This design comes from an exercise in tuning for small area and a short achievable clock period on the open sky130 flow, not from production work.
In this exercise RTL edits were held to simulation tests only and were not proved equivalent to the original.

==> inputs of run Z <==
## main
module main(
    input clk,
    input [19:0] data,
    output reg [7:0] result_Ra,
    output reg [7:0] result_Rb,
    output reg [7:0] result_Rc,
    output reg [7:0] result_Rd,
    output reg [15:0] result_bFloat,
    output reg SF,
    output reg ZF
    );
Settings: LEC_CHECK=0, CAP_MARGIN=20, CORE_MARGIN=2, CORE_UTILIZATION=40, SLEW_MARGIN=20; clock period 15.0 ns.
standard.sh (not shown) runs the stock make flow with config.mk's settings and CLKGATE_MAP_FILE= SYNTH_SCRIPT=/design/flow/synth_recipe.tcl, a recipe that flattens the netlist after the stock synthesis.
==> flow/flow/run.sh <==
#!/bin/bash
# Own layout flow: the standard ORFS flow (standard.sh) with these changes:
#  - synthesis leaves the adders to ABC instead of extracting full/half adder cells,
#    and ABC runs its area script (ABC_AREA=1), which here also gives the shorter paths;
#  - the port buffers are buf_1 cells instead of the slow clkdlybuf4s50_1 (the resizer
#    then sizes them as it does any cell).
set -euo pipefail
bash standard.sh ADDER_MAP_FILE= ABC_AREA=1 SETUP_SLACK_MARGIN=8.5 \
  "BUFFER_PORTS_ARGS=-buffer_cell sky130_fd_sc_hd__buf_1" finish > standard_flow.log 2>&1
==> run E: changes against run Z <==
==> flow/flow/run.sh (replaced) <==
#!/bin/bash
# Own layout flow: the standard ORFS flow (standard.sh) with these changes:
#  - synthesis leaves the adders to ABC instead of extracting full/half adder cells,
#    and ABC runs its area script (ABC_AREA=1), which here also gives the shorter paths;
#  - the port buffers are buf_1 cells instead of the slow clkdlybuf4s50_1 (the resizer
#    then sizes them as it does any cell).
set -euo pipefail
bash standard.sh ADDER_MAP_FILE= ABC_AREA=1 SETUP_SLACK_MARGIN=9.3 \
  "BUFFER_PORTS_ARGS=-buffer_cell sky130_fd_sc_hd__buf_1" finish > standard_flow.log 2>&1
==> run H: changes against run Z <==
--- a/flow/design.v
+++ b/flow/design.v
@@ -135,17 +135,82 @@
     wire mt79 = mt38 ^ mt57 ^ mt56;
     wire mt80 = (mt38 & mt57) | (mt56 & (mt38 ^ mt57));
     wire mt81 = mt40 ^ mt59 ^ mt58;
     wire mt82 = (mt40 & mt59) | (mt58 & (mt40 ^ mt59));
     wire mt83 = pp6[7] ^ pp7[6] ^ mt60;
     wire mt84 = (pp6[7] & pp7[6]) | (mt60 & (pp6[7] ^ pp7[6]));
     assign mul_s = {1'b0, pp7[7], mt83, mt81, mt79, mt77, mt75, mt73, mt71, mt69, mt67, mt65, mt63, pp2[0], pp0[1], pp0[0]};
     assign mul_c = {1'b0, mt84, mt82, mt80, mt78, mt76, mt74, mt72, mt70, mt68, mt66, mt64, mt62, mt61, pp1[0], 1'b0};
-    wire [15:0] prod = mul_s + mul_c;
+    wire [15:0] ks_g0 = mul_s & mul_c, ks_p0 = mul_s ^ mul_c;
+    wire sg1_1 = ks_g0[1] | (ks_p0[1] & ks_g0[0]);
+    wire sp1_1 = ks_p0[1] & ks_p0[0];
+    wire sg1_3 = ks_g0[3] | (ks_p0[3] & ks_g0[2]);
+    wire sp1_3 = ks_p0[3] & ks_p0[2];
+    wire sg1_5 = ks_g0[5] | (ks_p0[5] & ks_g0[4]);
+    wire sp1_5 = ks_p0[5] & ks_p0[4];
+    wire sg1_7 = ks_g0[7] | (ks_p0[7] & ks_g0[6]);
+    wire sp1_7 = ks_p0[7] & ks_p0[6];
+    wire sg1_9 = ks_g0[9] | (ks_p0[9] & ks_g0[8]);
+    wire sp1_9 = ks_p0[9] & ks_p0[8];
+    wire sg1_11 = ks_g0[11] | (ks_p0[11] & ks_g0[10]);
+    wire sp1_11 = ks_p0[11] & ks_p0[10];
+    wire sg1_13 = ks_g0[13] | (ks_p0[13] & ks_g0[12]);
+    wire sp1_13 = ks_p0[13] & ks_p0[12];
+    wire sg1_15 = ks_g0[15] | (ks_p0[15] & ks_g0[14]);
+    wire sp1_15 = ks_p0[15] & ks_p0[14];
+    wire sg2_2 = ks_g0[2] | (ks_p0[2] & sg1_1);
+    wire sp2_2 = ks_p0[2] & sp1_1;
+    wire sg2_3 = sg1_3 | (sp1_3 & sg1_1);
+    wire sp2_3 = sp1_3 & sp1_1;
+    wire sg2_6 = ks_g0[6] | (ks_p0[6] & sg1_5);
+    wire sp2_6 = ks_p0[6] & sp1_5;
+    wire sg2_7 = sg1_7 | (sp1_7 & sg1_5);
+    wire sp2_7 = sp1_7 & sp1_5;
+    wire sg2_10 = ks_g0[10] | (ks_p0[10] & sg1_9);
+    wire sp2_10 = ks_p0[10] & sp1_9;
+    wire sg2_11 = sg1_11 | (sp1_11 & sg1_9);
+    wire sp2_11 = sp1_11 & sp1_9;
+    wire sg2_14 = ks_g0[14] | (ks_p0[14] & sg1_13);
+    wire sp2_14 = ks_p0[14] & sp1_13;
+    wire sg2_15 = sg1_15 | (sp1_15 & sg1_13);
+    wire sp2_15 = sp1_15 & sp1_13;
+    wire sg3_4 = ks_g0[4] | (ks_p0[4] & sg2_3);
+    wire sp3_4 = ks_p0[4] & sp2_3;
+    wire sg3_5 = sg1_5 | (sp1_5 & sg2_3);
+    wire sp3_5 = sp1_5 & sp2_3;
+    wire sg3_6 = sg2_6 | (sp2_6 & sg2_3);
+    wire sp3_6 = sp2_6 & sp2_3;
+    wire sg3_7 = sg2_7 | (sp2_7 & sg2_3);
+    wire sp3_7 = sp2_7 & sp2_3;
+    wire sg3_12 = ks_g0[12] | (ks_p0[12] & sg2_11);
+    wire sp3_12 = ks_p0[12] & sp2_11;
+    wire sg3_13 = sg1_13 | (sp1_13 & sg2_11);
+    wire sp3_13 = sp1_13 & sp2_11;
+    wire sg3_14 = sg2_14 | (sp2_14 & sg2_11);
+    wire sp3_14 = sp2_14 & sp2_11;
+    wire sg3_15 = sg2_15 | (sp2_15 & sg2_11);
+    wire sp3_15 = sp2_15 & sp2_11;
+    wire sg4_8 = ks_g0[8] | (ks_p0[8] & sg3_7);
+    wire sp4_8 = ks_p0[8] & sp3_7;
+    wire sg4_9 = sg1_9 | (sp1_9 & sg3_7);
+    wire sp4_9 = sp1_9 & sp3_7;
+    wire sg4_10 = sg2_10 | (sp2_10 & sg3_7);
+    wire sp4_10 = sp2_10 & sp3_7;
+    wire sg4_11 = sg2_11 | (sp2_11 & sg3_7);
+    wire sp4_11 = sp2_11 & sp3_7;
+    wire sg4_12 = sg3_12 | (sp3_12 & sg3_7);
+    wire sp4_12 = sp3_12 & sp3_7;
+    wire sg4_13 = sg3_13 | (sp3_13 & sg3_7);
+    wire sp4_13 = sp3_13 & sp3_7;
+    wire sg4_14 = sg3_14 | (sp3_14 & sg3_7);
+    wire sp4_14 = sp3_14 & sp3_7;
+    wire sg4_15 = sg3_15 | (sp3_15 & sg3_7);
+    wire sp4_15 = sp3_15 & sp3_7;
+    wire [15:0] prod = ks_p0 ^ {sg4_14, sg4_13, sg4_12, sg4_11, sg4_10, sg4_9, sg4_8, sg3_7, sg3_6, sg3_5, sg3_4, sg2_3, sg2_2, sg1_1, ks_g0[0], 1'b0};
     wire pzero = mul_ld ? (opa == 8'd0 || opb == 8'd0) : (result_mul == 16'd0);
     wire ltA = f2 < 8'd10;
     wire ltB = f2 < 8'd100;
     reg [10:0] uA;                   
     always @* begin
         case (f2[3:0])
         4'd1: uA = 11'd204;
         4'd2: uA = 11'd409;
@@ -187,30 +252,33 @@
         endcase
     end
     wire [13:0] y = {mag[6:0], bf_hi};
     wire [13:0] ysh = y >> e;
     wire izero = f1 == 8'd0;
     wire bzero = izero & (f2 == 8'd0);
     wire [6:0] bman = bzero ? 7'd0 : izero ? zm : ysh[6:0];
     wire [7:0] bexp = bzero ? 8'd0 : izero ? (8'd126 - {6'd0, zk}) : (8'd127 + {5'd0, e});
-    wire wa = op_mul | (alu_wr & d_a);
-    wire wb = op_bf  | (alu_wr & d_b);
-    wire wc = op_bf  | (alu_wr & d_c);
-    wire wd = op_mul | (alu_wr & d_d);
-    wire wf = op_mul | op_bf | alu_wr;
-    wire [7:0] na0 = op_mul ? result_mul[7:0]  : alu;
-    wire [7:0] nd0 = op_mul ? result_mul[15:8] : alu;
-    wire sf0 = op_mul ? result_mul[15] : op_bf ? bs : alu[7];
-    wire zf0 = op_mul ? pzero : op_bf ? bzero : (alu == 8'd0);
+    wire p_old = op_mul & ~mul_ld;                  
+    wire a_alu = alu_wr & d_a, b_alu = alu_wr & d_b, c_alu = alu_wr & d_c, d_alu = alu_wr & d_d;
+    wire a_hold = ~(op_mul | a_alu), d_hold = ~(op_mul | d_alu);
+    wire b_hold = ~(op_bf | b_alu), c_hold = ~(op_bf | c_alu);
+    wire f_hold = ~(op_mul | op_bf | alu_wr);
+    wire [7:0] ra_next = ({8{mul_ld}} & prod[7:0]) | ({8{p_old}} & result_mul[7:0]) |
+                         ({8{a_alu}} & alu) | ({8{a_hold}} & result_Ra);
+    wire [7:0] rd_next = ({8{mul_ld}} & prod[15:8]) | ({8{p_old}} & result_mul[15:8]) |
+                         ({8{d_alu}} & alu) | ({8{d_hold}} & result_Rd);
+    wire [7:0] rb_next = ({8{op_bf}} & {bs, bman}) | ({8{b_alu}} & alu) | ({8{b_hold}} & result_Rb);
+    wire [7:0] rc_next = ({8{op_bf}} & bexp) | ({8{c_alu}} & alu) | ({8{c_hold}} & result_Rc);
+    wire sf_next = (mul_ld & prod[15]) | (p_old & result_mul[15]) | (op_bf & bs) |
+                   (alu_wr & alu[7]) | (f_hold & SF);
+    wire zf_next = (op_mul & pzero) | (op_bf & bzero) | (alu_wr & (alu == 8'd0)) | (f_hold & ZF);
     always @(posedge clk) begin
         if (mul_ld) result_mul <= prod;
-        if (wa) result_Ra <= mul_ld ? prod[7:0] : na0;
-        if (wd) result_Rd <= mul_ld ? prod[15:8] : nd0;
-        if (wb) result_Rb <= op_bf ? {bs, bman} : alu;
-        if (wc) result_Rc <= op_bf ? bexp : alu;
-        if (wf) begin
-            SF <= mul_ld ? prod[15] : sf0;
-            ZF <= zf0;
-        end
+        result_Ra <= ra_next;
+        result_Rd <= rd_next;
+        result_Rb <= rb_next;
+        result_Rc <= rc_next;
+        SF <= sf_next;
+        ZF <= zf_next;
         if (op_bf) result_bFloat <= {bs, bexp, bman};
     end
 endmodule
==> flow/flow/run.sh (replaced) <==
#!/bin/bash
# Own layout flow: the standard ORFS flow (standard.sh) with these changes:
#  - synthesis leaves the adders to ABC instead of extracting full/half adder cells,
#    and ABC runs its area script (ABC_AREA=1), which here also gives the shorter paths;
#  - the port buffers are buf_1 cells instead of the slow clkdlybuf4s50_1 (the resizer
#    then sizes them as it does any cell);
#  - repair_timing aims for 8.7 ns of setup slack, so it sizes up the critical paths.
set -euo pipefail
bash standard.sh ADDER_MAP_FILE= ABC_AREA=1 SETUP_SLACK_MARGIN=8.7 CTS_BUF_LIST=sky130_fd_sc_hd__clkbuf_8 \
  "BUFFER_PORTS_ARGS=-buffer_cell sky130_fd_sc_hd__buf_1" finish > standard_flow.log 2>&1
==> results.toml <==
[synth]
synthesis.area_sq_um = 9320
synthMuxAreaShare_pct = 0.322
synth.top_cells.by_area = "sky130_fd_sc_hd__nand2_1, sky130_fd_sc_hd__edfxtp_1, sky130_fd_sc_hd__nand3_1, sky130_fd_sc_hd__inv_1, sky130_fd_sc_hd__nor2_1"
synth-edff-count = 64
syn_area_per_cell_sq_um = 5.83
syn-num-nets = 1621

[power]
power.clock.fraction_pct = 18.4
power_switching_share_pct = 49.4
pg_comb_uw = 677
power.combinational.fraction_pct = 60.9

[critical_path]
critical_path.endpoint = "result_Rb[4]$_DFFE_PP_"

[clock_network]
clock_tree.root_cell = "sky130_fd_sc_hd__clkbuf_16"

[cells_and_area]
multi_input_comb_area_sq_um = 6370
top_library_cells_by_usage_in_the_layout_fill_and_taps_aside = "sky130_fd_sc_hd__nand2_1, sky130_fd_sc_hd__inv_1, sky130_fd_sc_hd__nand3_1"
layout_clock_area_share_pct = 2.84

[floorplan]
initial_util_pct = 40.9
die_h_um = 157

[sta]
worst_hold_slack_ns = 0.660

[outcome]
outcome = "no timing/DRC/antenna violations"

[global_route]
grt.met1_usage_pct = 35.4
The numbers above come from run Z.

==> results.toml <==
[critical_path]
critical_path.endpoint = "result_bFloat[1]$_DFFE_PP_"

[synth]
syn-num-nets = 1669
synth.top_cells.by_area = "sky130_fd_sc_hd__nand2_1, sky130_fd_sc_hd__edfxtp_1, sky130_fd_sc_hd__nand3_1, sky130_fd_sc_hd__inv_1, sky130_fd_sc_hd__dfxtp_1"
synthMuxAreaShare_pct = 0
synthesis.area_sq_um = 9170
syn_area_per_cell_sq_um = 5.57
synth-edff-count = 30

[power]
pg_comb_uw = 1050
power.clock.fraction_pct = 11.6
power.combinational.fraction_pct = 70.9
power_switching_share_pct = 55.5

[cells_and_area]
multi_input_comb_area_sq_um = 6570
layout_clock_area_share_pct = 2.27

[floorplan]
die_h_um = 155
initial_util_pct = 40.6

[outcome]
outcome = "no timing/DRC/antenna violations"

[sta]
worst_hold_slack_ns = 0.498
The numbers above come from run H.

==> results.toml <==
[power]
power_switching_share_pct = 49.7
power.combinational.fraction_pct = 69.3
pg_comb_uw = 983

[synth]
synth.top_cells.by_area = "sky130_fd_sc_hd__nand2_1, sky130_fd_sc_hd__edfxtp_1, sky130_fd_sc_hd__nand3_1, sky130_fd_sc_hd__inv_1, sky130_fd_sc_hd__nor2_1"
syn-num-nets = 1621
synthMuxAreaShare_pct = 0.322
syn_area_per_cell_sq_um = 5.83

[cells_and_area]
layout_clock_area_share_pct = 2.14
multi_input_comb_area_sq_um = 8160

[floorplan]
die_h_um = 157

[global_route]
grt.met1_usage_pct = 36.6

[sta]
worst_hold_slack_ns = 0.651

[outcome]
outcome = "no timing/DRC/antenna violations"

[critical_path]
critical_path.endpoint = "result_mul[14]$_DFFE_PP_"
The numbers above come from run E.

-- re-timing with driven ports --
Ports are ideal in the flow. The routed layouts listed here were re-timed in OpenROAD.
Step 1 assumes that a clkbuf_16 drives the clock port and a buf_2 every other input.
Step 2 times the ports against the registers' clock, not the clock port: input delays grow and output delays shrink by t, the midpoint of the rising clock arrivals with the driver on.
Slacks: no drivers / after step 1 / after step 2; pairs: no drivers / after step 1.
| run | t (ns) | setup WS [ns] | worst hold slack (ns) | worst setup path at the end | pins driven straight from the clock port |
|---|---|---|---|---|---|
| run Z | 0.367 | 8.845 / 8.848 / 8.481 | 0.660 / 0.660 / 0.660 | input to register | 1 |
| run E | 0.375 | 9.130 / 9.131 / 8.756 | 0.651 / 0.651 / 0.651 | input to register | 1 |
| run H | 0.377 | 8.980 / 8.991 / 8.614 | 0.498 / 0.498 / 0.498 | input to register | 1 |
After both steps every run listed still meets setup and hold. For run E, which loses most, drivers alone change the setup slack by +0.001 ns; drivers and shift together by -0.374 ns.
